From an optimization exercise on the open Yosys and OpenROAD flow, aimed at small area; shortcuts taken in it are not production practice.
In this exercise RTL edits were held to simulation tests only and were not proved equivalent to the original.
Power and IR drop assume default switching activity.

== main ==
// etcpu_top
module etcpu_top #(
   parameter  int INST_MEM_BYTE_ADD_W =  8 ,  
   parameter  int MAIN_MEM_BYTE_ADD_W =  8 ,  
   parameter  int APB_ADD_W           =  4 ,  
   parameter  int APB_DAT_W           = 32 ,  
   localparam int APB_STRB_W     = int'(APB_DAT_W/8)    
)(
   input  logic                  clk                ,  
   input  logic                  rst_n              ,  
   input  logic [APB_ADD_W -1:0] mng_apb4_s_paddr   ,
   input  logic [3         -1:0] mng_apb4_s_pprot   ,
   input  logic                  mng_apb4_s_psel    ,
   input  logic                  mng_apb4_s_penable ,
   input  logic                  mng_apb4_s_pwrite  ,
   input  logic [APB_DAT_W -1:0] mng_apb4_s_pwdata  ,
   input  logic [APB_STRB_W-1:0] mng_apb4_s_pstrb   ,
   input  logic                  mng_apb4_s_pwakeup ,
   output logic                  mng_apb4_s_pready  ,
   output logic [APB_DAT_W -1:0] mng_apb4_s_prdata  ,
   output logic                  mng_apb4_s_pslverr ,
   output logic                  exc_evnt_agg       ,  
   output logic                  main_mem_cs        ,  
   output logic                  main_mem_wen       ,  
   output logic [32-1:0]         main_mem_addr      ,  
   output logic [32-1:0]         main_mem_dat_in    ,  
   input  logic [32-1:0]         main_mem_dat_out   ,  
   output logic [32-1:0]         inst_mem_addr      ,  
   input  logic [32-1:0]         inst_mem_dat_out      
);
For scale: about 250 I/O pins.
clock: 15.0 ns
lec_check: 0
cap_margin: 27
core_margin: 2
core_utilization: 35
cts_cluster_diameter: 100
cts_cluster_size: 20
place_density: 0.5
slew_margin: 20
standard.sh (not shown) runs the stock make flow with config.mk's settings and CLKGATE_MAP_FILE= SYNTH_SCRIPT=/design/flow/synth_recipe.tcl, a recipe that flattens the netlist after the stock synthesis.
==> flow/flow/run.sh <==
#!/bin/bash
# Own layout flow: the standard flow (standard.sh) with these changes:
#  1. Synthesis is the standard one (same Yosys script, registers mapped by
#     dfflibmap before ABC as usual), but ABC maps the combinational logic
#     with flow/abc_area.script, an area-recovering variant of ORFS's
#     abc_speed.script (delay relaxation instead of buffering/upsizing).
#  2. The port buffers inserted by global placement use
#     sky130_fd_sc_hd__buf_1. Every input and output port still gets one.
#  3. CTS runs with sink clusters of up to 20 flops within 100 um and
#     without dummy loads; the tree is still built from the root, so every
#     register gets its clock through buffers.
# Everything else (floorplan, power grid, taps, placement, routing) is the
# standard flow. All tool logs stay in orfs/logs; standard.sh's own output
# goes to standard.log.
set -o pipefail
W=$(pwd)
cp standard.sh standard.sh.log
rm -rf "$W/scripts_area"
cp -r "$FLOW_HOME/scripts" "$W/scripts_area"
cp "$W/flow/abc_area.script" "$W/scripts_area/abc_speed.script"
export SCRIPTS_DIR="$W/scripts_area"
export BUFFER_PORTS_ARGS="-buffer_cell sky130_fd_sc_hd__buf_1"
export CTS_ARGS="-sink_clustering_enable -repair_clock_nets -sink_clustering_size 20 -sink_clustering_max_diameter 100 -dont_use_dummy_load"
bash standard.sh > "$W/standard.log" 2>&1
rc=$?
grep -h "abc -script" -r "$W/orfs/logs" 2>/dev/null | head -1 | cut -c1-200 >> "$W/standard.log"
exit $rc
==> flow/flow/abc_area.script <==
&get -n
&st
&dch
&nf -R 1000 -p
&st
&syn2
&if -g -K 6
&synch2
&nf -R 1000 -p
&st
&syn2
&if -g -K 6
&synch2
&nf -R 1000 -p
&st
&dch -f
&nf -R 1000 -p -a
&put
topo
stime -c
main finished every stage and its layout cleared the timing, design-rule and antenna checks.
Input-level comparison between the feature branch and main:
diff --git a/flow/config.mk b/flow/config.mk
--- a/flow/config.mk
+++ b/flow/config.mk
@@ -8 +8 @@
-export CAP_MARGIN = 27
+export CAP_MARGIN = 35
### Flow results
The feature branch: number of nets in the final layout 29 above main
Comparing register-to-register slack for main and the feature branch, the smaller number came from main.
Delta(per-cell via count in the routed design, the feature branch - main) < 0
Comparing main and the feature branch, initial antenna violation count is higher on the feature branch.
Summary of the feature branch over main: power shows no meaningful change; fraction of synthesized area in multiplexers comparable.

---

etcpu_top, a different RTL version from the one above (not shown whole).
Size in the first run: roughly 5,600 cells after synthesis, about 1,300 flip-flops, ~250 I/O pins, about 57,000 sq um of cells after synthesis.
clock: 15.0 ns
lec_check: 0
cap_margin: 27
core_margin: 2
core_utilization: 30
cts_cluster_diameter: 100
cts_cluster_size: 20
place_density: 0.45
slew_margin: 20
Scripts as last shown in full above: flow/flow/run.sh, flow/flow/abc_area.script
Edit:
CAP_MARGIN = 35   (was 27)
=> Clock skew came out higher by 0.021 ns; sequential share of layout area came out lower by 0.49 points; die area does not change; synthesized cell count does not change; worst setup slack is better by 0.51 ns; utilization came out higher by 0.43 points.

what the ideal ports hide:
No port has a modelled driver above. Below, the same layouts with a new extraction and two added sets of constraints. Step 1, drivers: a clkbuf_16 drives clk and a buf_2 each remaining input, both assumed. Step 2 adds t to the input delays and takes it off the output delays; t is the mean of the earliest and latest rising clock arrival at the registers after step 1. Input paths then give back, and output paths get back, about the clock's delay inside the block. Slacks: no drivers / after step 1 / after step 2; pairs: no drivers / after step 1.
run	shift t [ns]	slack for setup (ns)	worst slew at a driven data input, ns
main	0.797	1.973 / 1.882 / 2.680	0.06
the feature branch	0.794	2.106 / 2.019 / 2.814	0.06
the first run of note 2	0.847	0.791 / 0.699 / 1.546	0.06
the second run of note 2	0.847	1.305 / 1.214 / 2.061	0.06
After both steps every run listed still meets setup and hold.
